Background: an optimization exercise with open tools, aiming at small area. Do not read the settings as production practice.
In this exercise RTL edits were held to simulation tests only and were not proved equivalent to the original.
No activity file was given, so power comes from the tool's default toggle rates.

Setup of fjord:
## alu_top
module alu_top(clk, a, b, s, result, zero);
input clk;
input [15:0] a, b;
input [3:0] s;
output reg [15:0] result;
output reg zero;
reg [15:0] a_q, b_q;
reg [3:0] s_q;
wire [15:0] alu_result;
wire alu_zero;
always @(posedge clk) begin
    a_q <= a;
    b_q <= b;
    s_q <= s;
    result <= alu_result;
    zero <= alu_zero;
end
alu u_alu(.a(a_q), .b(b_q), .s(s_q), .result(alu_result), .zero_detection(alu_zero));
endmodule
Settings: LEC_CHECK=0, CAP_MARGIN=20, CORE_MARGIN=2, CORE_UTILIZATION=65, GPL_TIMING_DRIVEN=0, PLACE_DENSITY=0.75, SLEW_MARGIN=20, SYNTH_HIERARCHICAL=1, SYNTH_MINIMUM_KEEP_SIZE=0; clock period 8.0 ns.
standard.sh (not shown) runs the stock make flow with config.mk's settings and CLKGATE_MAP_FILE= SYNTH_SCRIPT=/design/flow/synth_recipe.tcl, a recipe that flattens the netlist after the stock synthesis.
==> flow/flow/run.sh <==
#!/bin/bash
# The standard layout (standard.sh: the standard synthesis, then ORFS to
# finish) with three ORFS options: the smallest buffer, sky130_fd_sc_hd__buf_1,
# on every port; the buffers Yosys/ABC put in removed before placement (ORFS
# re-buffers where slew, capacitance or timing need it); and ORFS's power
# recovery (downsizing gates off the critical paths) after global routing.
set -euo pipefail
bash standard.sh "BUFFER_PORTS_ARGS=-buffer_cell sky130_fd_sc_hd__buf_1" REMOVE_ABC_BUFFERS=1 RECOVER_POWER=100 finish > orfs_make.log 2>&1
Here is what was changed in the inputs of lagoon compared with fjord.
- CTS_BUF_LIST newly set to sky130_fd_sc_hd__clkbuf_4 sky130_fd_sc_hd__clkbuf_8
- SLEW_MARGIN changed from 20 to 5
- CAP_MARGIN changed from 20 to 5
==> flow/flow/run.sh <==
#!/bin/bash
# The standard layout (standard.sh: the standard synthesis, then ORFS to
# finish) with three ORFS options: the smallest buffer, sky130_fd_sc_hd__buf_1,
# on every port; the buffers Yosys/ABC put in removed before placement (ORFS
# re-buffers where slew, capacitance or timing need it); ABC sizing its gates
# for a light load (ABC_LOAD_IN_FF=1), so they start small; and ORFS's power
# recovery (downsizing gates off the critical paths) after global routing.
set -euo pipefail
bash standard.sh "BUFFER_PORTS_ARGS=-buffer_cell sky130_fd_sc_hd__buf_1" REMOVE_ABC_BUFFERS=1 RECOVER_POWER=100 ABC_LOAD_IN_FF=1 finish > orfs_make.log 2>&1
==> run notes <==
From fjord to lagoon the numbers moved as follows: count of instances resized after the clock tree is built increased by 1 relative to the old numbers, number of cell instances on the worst register-to-register path increased by 1 relative to the old numbers, post-route worst hold slack increased by 0.029 ns relative to the old numbers.
Of the two values seen for first element of the critical path, s_q[2] was produced by lagoon and s_q[3] by fjord.
There was hardly any difference in power in sequential cells between fjord and lagoon.
Delta (lagoon minus fjord): design area decreased by 1.0% relative to the old numbers; switching part of the total power increased by 0.16 points relative to the old numbers; clock skew increased by 0.0051 ns relative to the old numbers; number of global-route vias before repair decreased by 0.56% relative to the old numbers.
Input changes introduced in raven (baseline for comparison: lagoon):
- changing GPL_TIMING_DRIVEN from 0 to 1
- removing CTS_BUF_LIST (formerly sky130_fd_sc_hd__clkbuf_4 sky130_fd_sc_hd__clkbuf_8)
--- a/flow/flow/run.sh
+++ b/flow/flow/run.sh
@@ -7,3 +7,5 @@
 # recovery (downsizing gates off the critical paths) after global routing.
+# Clock tree synthesis runs with ORFS's default arguments plus
+# -dont_use_dummy_load, so it adds no load cells that drive nothing.
 set -euo pipefail
-bash standard.sh "BUFFER_PORTS_ARGS=-buffer_cell sky130_fd_sc_hd__buf_1" REMOVE_ABC_BUFFERS=1 RECOVER_POWER=100 ABC_LOAD_IN_FF=1 finish > orfs_make.log 2>&1
+bash standard.sh "BUFFER_PORTS_ARGS=-buffer_cell sky130_fd_sc_hd__buf_1" REMOVE_ABC_BUFFERS=1 RECOVER_POWER=100 ABC_LOAD_IN_FF=1 "CTS_ARGS=-sink_clustering_enable -repair_clock_nets -dont_use_dummy_load" finish > orfs_make.log 2>&1
Results
- The slowest cell on the critical path comes out sky130_fd_sc_hd__mux2i_1 in one run and sky130_fd_sc_hd__a22oi_1 in the other, namely in raven and lagoon respectively.
- Leakage power grows slightly when moving from lagoon to raven.
- Looking at critical path startpoint, the s_q[0] result is from raven; the s_q[2] one comes from lagoon.
- Sequential share of cell area: lagoon vs raven, no meaningful difference
- [compare] base=lagoon new=raven: area overhead of the layout relative to synthesis increased 0.65 points; least setup slack across all paths after layout rose 0.37 ns; global-route usage went up by 1.6 points; critical path arrival went down; time the final worst path needs with I/O delays and setup now sits lower.
- Post-cts gate resize count: raven < lagoon
Inputs modified between raven and maple:
- swapping 1 for 0 in GPL_TIMING_DRIVEN
--- a/flow/flow/run.sh
+++ b/flow/flow/run.sh
@@ -10,2 +10,2 @@
 set -euo pipefail
-bash standard.sh "BUFFER_PORTS_ARGS=-buffer_cell sky130_fd_sc_hd__buf_1" REMOVE_ABC_BUFFERS=1 RECOVER_POWER=100 ABC_LOAD_IN_FF=1 "CTS_ARGS=-sink_clustering_enable -repair_clock_nets -dont_use_dummy_load" finish > orfs_make.log 2>&1
+bash standard.sh "BUFFER_PORTS_ARGS=-buffer_cell sky130_fd_sc_hd__buf_1" REMOVE_ABC_BUFFERS=1 RECOVER_POWER=100 ABC_LOAD_IN_FF=1 "CTS_ARGS=-sink_clustering_enable -repair_clock_nets -dont_use_dummy_load -sink_clustering_size 30 -sink_clustering_max_diameter 200" finish > orfs_make.log 2>&1
[summary]
No stage failed in maple, and the final checks on the layout all came back clean. Via count of the first global-routing pass: maple lower than raven. Between raven and maple, the total routed wirelength is higher for raven. Comparing signed area change from the synthesized netlist to the final layout for raven and maple, the bigger number came from raven. When maple is measured against raven, its slack of the critical path turns out 0.48 ns lower.
For pepper, these inputs were changed with respect to maple:
- a change of PLACE_DENSITY from 0.75 to 0.82
- a change of CORE_UTILIZATION from 65 to 72
--- a/flow/flow/run.sh
+++ b/flow/flow/run.sh
@@ -10,2 +10,2 @@
 set -euo pipefail
-bash standard.sh "BUFFER_PORTS_ARGS=-buffer_cell sky130_fd_sc_hd__buf_1" REMOVE_ABC_BUFFERS=1 RECOVER_POWER=100 ABC_LOAD_IN_FF=1 "CTS_ARGS=-sink_clustering_enable -repair_clock_nets -dont_use_dummy_load -sink_clustering_size 30 -sink_clustering_max_diameter 200" finish > orfs_make.log 2>&1
+bash standard.sh "BUFFER_PORTS_ARGS=-buffer_cell sky130_fd_sc_hd__buf_1" REMOVE_ABC_BUFFERS=1 RECOVER_POWER=100 ABC_LOAD_IN_FF=1 "CTS_ARGS=-sink_clustering_enable -repair_clock_nets -dont_use_dummy_load" finish > orfs_make.log 2>&1
Notes after the runs:
- Compared with maple, in pepper area after synthesis stayed essentially flat, worst setup slack for register-to-register paths now sits at about the same level, sequential portion of the cell area climbed 0.17 points, non-clock buffer count went down 1.
- On combinational-cell power consumption, pepper and maple are basically level.
Input changes introduced in nickel (baseline for comparison: pepper):
- swapping 72 for 65 in CORE_UTILIZATION
- swapping 0.82 for 0.75 in PLACE_DENSITY
--- a/flow/flow/run.sh
+++ b/flow/flow/run.sh
@@ -10,2 +10,2 @@
 set -euo pipefail
-bash standard.sh "BUFFER_PORTS_ARGS=-buffer_cell sky130_fd_sc_hd__buf_1" REMOVE_ABC_BUFFERS=1 RECOVER_POWER=100 ABC_LOAD_IN_FF=1 "CTS_ARGS=-sink_clustering_enable -repair_clock_nets -dont_use_dummy_load" finish > orfs_make.log 2>&1
+bash standard.sh "BUFFER_PORTS_ARGS=-buffer_cell sky130_fd_sc_hd__buf_1" REMOVE_ABC_BUFFERS=1 RECOVER_POWER=100 ABC_LOAD_IN_FF=1 "CTS_ARGS=-repair_clock_nets -dont_use_dummy_load" finish > orfs_make.log 2>&1
Findings:
[nickel] relative slew slack fell 1.5 points relative to pepper
Going from pepper to nickel, xor/xnor share of the synthesized area about even; portion of the layout cell area used by non-clock buffers rose 0.23 points; utilization after layout fell 8.4 points.
Diff pepper..nickel | number of diodes | unchanged
Per the comparison of nickel with pepper, final setup slack of the worst path increased 0.0055 ns; post-CTS resize count grew by 1.

Starting RTL as in the previous note.
Settings: LEC_CHECK=0, CAP_MARGIN=5, CORE_MARGIN=2, CORE_UTILIZATION=65, GPL_TIMING_DRIVEN=0, PLACE_DENSITY=0.75, SLEW_MARGIN=5, SYNTH_HIERARCHICAL=1, SYNTH_MINIMUM_KEEP_SIZE=0; clock period 8.0 ns.
==> flow/flow/run.sh <==
#!/bin/bash
# The standard layout (standard.sh: the standard synthesis, then ORFS to
# finish) with three ORFS options: the smallest buffer, sky130_fd_sc_hd__buf_1,
# on every port; the buffers Yosys/ABC put in removed before placement (ORFS
# re-buffers where slew, capacitance or timing need it); ABC sizing its gates
# for a light load (ABC_LOAD_IN_FF=1), so they start small; and ORFS's power
# recovery (downsizing gates off the critical paths) after global routing.
set -euo pipefail
bash standard.sh "BUFFER_PORTS_ARGS=-buffer_cell sky130_fd_sc_hd__buf_1" REMOVE_ABC_BUFFERS=1 RECOVER_POWER=100 ABC_LOAD_IN_FF=1 finish > orfs_make.log 2>&1
Then changed:
--- a/flow/flow/run.sh
+++ b/flow/flow/run.sh
@@ -7,3 +7,5 @@
 # recovery (downsizing gates off the critical paths) after global routing.
+# Clock tree synthesis runs with ORFS's default arguments plus
+# -dont_use_dummy_load, so it adds no load cells that drive nothing.
 set -euo pipefail
-bash standard.sh "BUFFER_PORTS_ARGS=-buffer_cell sky130_fd_sc_hd__buf_1" REMOVE_ABC_BUFFERS=1 RECOVER_POWER=100 ABC_LOAD_IN_FF=1 finish > orfs_make.log 2>&1
+bash standard.sh "BUFFER_PORTS_ARGS=-buffer_cell sky130_fd_sc_hd__buf_1" REMOVE_ABC_BUFFERS=1 RECOVER_POWER=100 ABC_LOAD_IN_FF=1 "CTS_ARGS=-sink_clustering_enable -repair_clock_nets -dont_use_dummy_load" finish > orfs_make.log 2>&1
Settings changed: CORE_UTILIZATION 65 to 58, PLACE_DENSITY 0.75 to 0.68.
Setup slack improves by 0.048 ns.
Final cell count hardly moves.
Via count decreases by a few percent.
Clock skew increases by 0.0090 ns.
Wire length stays flat.
Then changed:
==> flow/flow/run.sh (replaced) <==
#!/bin/bash
# The standard layout (standard.sh: the standard synthesis, then ORFS to
# finish) with three ORFS options: the smallest buffer, sky130_fd_sc_hd__buf_1,
# on every port; the buffers Yosys/ABC put in removed before placement (ORFS
# re-buffers where slew, capacitance or timing need it); ABC sizing its gates
# for a light load (ABC_LOAD_IN_FF=1), so they start small; and ORFS's power
# recovery (downsizing gates off the critical paths) after global routing.
set -euo pipefail
bash standard.sh "BUFFER_PORTS_ARGS=-buffer_cell sky130_fd_sc_hd__buf_1" REMOVE_ABC_BUFFERS=1 RECOVER_POWER=100 ABC_LOAD_IN_FF=1 finish > orfs_make.log 2>&1
Settings changed: CAP_MARGIN 5 to 20, CORE_UTILIZATION 58 to 65, PLACE_DENSITY 0.68 to 0.75, SLEW_MARGIN 5 to 20.
The new run completed with no timing, DRC or antenna violations.
Cell count goes up slightly.
Clock power goes up by a quarter to a third.
Routed wire length goes up slightly.
Synthesized cell count does not change.
Design area goes up slightly.
Via count goes up by a few percent.
Setup slack is worse by 0.013 ns.
Sequential power barely changes.
Area after synthesis is unchanged.
Fmax hardly moves.
Then changed:
--- a/flow/flow/run.sh
+++ b/flow/flow/run.sh
@@ -7,3 +7,5 @@
 # recovery (downsizing gates off the critical paths) after global routing.
+# Clock tree synthesis runs with ORFS's default arguments plus
+# -dont_use_dummy_load, so it adds no load cells that drive nothing.
 set -euo pipefail
-bash standard.sh "BUFFER_PORTS_ARGS=-buffer_cell sky130_fd_sc_hd__buf_1" REMOVE_ABC_BUFFERS=1 RECOVER_POWER=100 ABC_LOAD_IN_FF=1 finish > orfs_make.log 2>&1
+bash standard.sh "BUFFER_PORTS_ARGS=-buffer_cell sky130_fd_sc_hd__buf_1" REMOVE_ABC_BUFFERS=1 RECOVER_POWER=100 ABC_LOAD_IN_FF=1 "CTS_ARGS=-sink_clustering_enable -repair_clock_nets -dont_use_dummy_load -sink_clustering_size 60 -sink_clustering_max_diameter 200" finish > orfs_make.log 2>&1
Settings changed: CAP_MARGIN 20 to 5, SLEW_MARGIN 20 to 5.
The new run went through all stages and came out clean.
Worst setup slack is worse by 0.14 ns.
Power went down by 2.9%.
Count of clock-buffer cells in the layout falls by 1.
Cell area is lower by about 1%.
Flip-flop and latch count does not change.

## old
alu_top, a different RTL version from the one above (not shown whole).
Size in the first run: ~53 flip-flops, ~5000 µm² of cells after synthesis.
==> flow/config.mk <==
export PLATFORM = sky130hd
export DESIGN_NAME = alu_top
export DESIGN_NICKNAME = alu_top
export VERILOG_FILES = /design/flow/design.v
export SDC_FILE = /design/flow/constraint.sdc
export NUM_CORES = 4
export LEC_CHECK = 0
export CAP_MARGIN = 10
export CORE_MARGIN = 2
export CORE_UTILIZATION = 65
export GPL_TIMING_DRIVEN = 0
export PLACE_DENSITY = 0.75
export SLEW_MARGIN = 10
export SYNTH_HIERARCHICAL = 1
export SYNTH_MINIMUM_KEEP_SIZE = 0
==> flow/constraint.sdc <==
create_clock -name core_clock -period 8.0 [get_ports {clk}]
set_input_delay 1.6000 -clock core_clock [delete_from_list [all_inputs] [get_ports {clk}]]
set_output_delay 1.6000 -clock core_clock [all_outputs]
set_load 0.01 [all_outputs]
==> flow/flow/run.sh <==
#!/bin/bash
# The standard layout (standard.sh: the standard synthesis, then ORFS to
# finish) with these ORFS options: the smallest buffer, sky130_fd_sc_hd__buf_1,
# on every port; the buffers Yosys/ABC put in removed before placement (ORFS
# re-buffers where slew, capacitance or timing need it); ABC sizing its gates
# for a light load (ABC_LOAD_IN_FF=1); ORFS's power recovery (downsizing gates
# off the critical paths) after global routing; and clock tree synthesis with
# ORFS's default arguments plus -dont_use_dummy_load.
# Between synthesis and floorplan, flow/downsize.tcl puts every gate at its
# smallest drive strength; ORFS's repair steps size up what needs it.
set -euo pipefail
ARGS=("BUFFER_PORTS_ARGS=-buffer_cell sky130_fd_sc_hd__buf_1" REMOVE_ABC_BUFFERS=1 RECOVER_POWER=100 ABC_LOAD_IN_FF=1 "CTS_ARGS=-sink_clustering_enable -repair_clock_nets -dont_use_dummy_load")
bash standard.sh "${ARGS[@]}" synth > orfs_make_synth.log 2>&1
R=orfs/results/$FLOW_PLATFORM/alu_top/base
LIB_FILE=$FLOW_HOME/platforms/$FLOW_PLATFORM/lib/sky130_fd_sc_hd__tt_025C_1v80.lib SYNTH_ODB=$R/1_synth.odb \
  openroad -no_init -exit flow/downsize.tcl > downsize.log 2>&1
bash standard.sh "${ARGS[@]}" finish > orfs_make.log 2>&1
==> flow/flow/downsize.tcl <==
# Puts every gate of the synthesized netlist at its smallest drive strength
# (the same cell type, so the same function and footprint), leaving it to the
# ORFS repair steps that follow to size up or buffer where slew, capacitance
# or timing need it. Registers keep their type (only their drive may change).
read_liberty $::env(LIB_FILE)
read_db $::env(SYNTH_ODB)
set db [ord::get_db]
set block [ord::get_db_block]
set n 0
foreach inst [$block getInsts] {
  set m [[$inst getMaster] getName]
  if {![regexp {^(sky130_fd_sc_hd__[a-z0-9]+)_([0-9]+)$} $m -> base size]} { continue }
  set best $m
  set best_area [expr {[[$inst getMaster] getWidth] * [[$inst getMaster] getHeight]}]
  foreach s {0 1 2} {
    set cand ${base}_$s
    if {$cand eq $m} { continue }
    set cm [$db findMaster $cand]
    if {$cm eq "NULL"} { continue }
    set a [expr {[$cm getWidth] * [$cm getHeight]}]
    if {$a < $best_area} { set best $cand; set best_area $a }
  }
  if {$best ne $m} {
    replace_cell [$inst getName] $best
    incr n
  }
}
puts "downsize: replaced $n cells"
write_db $::env(SYNTH_ODB)
old: all stages complete, timing, DRC and antenna checks passed
## Diff of input files: new against old
--- a/flow/config.mk
+++ b/flow/config.mk
@@ -6,10 +6,10 @@
 export NUM_CORES = 4
 export LEC_CHECK = 0
-export CAP_MARGIN = 10
+export CAP_MARGIN = 5
 export CORE_MARGIN = 2
 export CORE_UTILIZATION = 65
 export GPL_TIMING_DRIVEN = 0
 export PLACE_DENSITY = 0.75
-export SLEW_MARGIN = 10
+export SLEW_MARGIN = 5
 export SYNTH_HIERARCHICAL = 1
 export SYNTH_MINIMUM_KEEP_SIZE = 0
==> comparison <==
Going from old to new, share of the cycle needed by the critical path after routing went down; worst max-slew margin expressed relative to the limit went down.
Looking at old and new, the met3 usage in global routing is a wash.

## separate check: timing with driven ports
Ports are ideal in the flow. The routed layouts listed here were re-timed in OpenROAD. Step 1: set_driving_cell puts a clkbuf_16 on clk and a buf_2 on each other input, an assumption about the parent block. Step 2, shift: input delay + t, output delay - t, t = (earliest + latest rising clock arrival at the registers) / 2. This alone moves slack from input paths to output paths. Three values: ideal ports, drivers, drivers and shift; two values: the first two.
run | shift t [ns] | setup WS [ns] | latest minus earliest clock arrival (ns)
fjord | 0.326 | 0.504 / 0.504 / 0.504 | 0.008 / 0.008
lagoon | 0.330 | 0.418 / 0.418 / 0.418 | 0.013 / 0.012
raven | 0.337 | 0.785 / 0.785 / 0.785 | 0.034 / 0.034
maple | 0.328 | 0.305 / 0.305 / 0.305 | 0.012 / 0.012
pepper | 0.337 | 0.299 / 0.299 / 0.299 | 0.032 / 0.032
nickel | 0.328 | 0.305 / 0.305 / 0.305 | 0.012 / 0.012
the first run of note 2 | 0.333 | 0.413 / 0.413 / 0.413 | 0.014 / 0.014
the second run of note 2 | 0.330 | 0.460 / 0.460 / 0.460 | 0.022 / 0.022
the third run of note 2 | 0.340 | 0.448 / 0.448 / 0.448 | 0.014 / 0.013
the fourth run of note 2 | 0.328 | 0.305 / 0.305 / 0.305 | 0.012 / 0.012
old | 0.317 | 0.336 / 0.336 / 0.336 | 0.018 / 0.017
new | 0.318 | 0.400 / 0.400 / 0.400 | 0.010 / 0.010
After both steps every run listed still meets setup and hold.
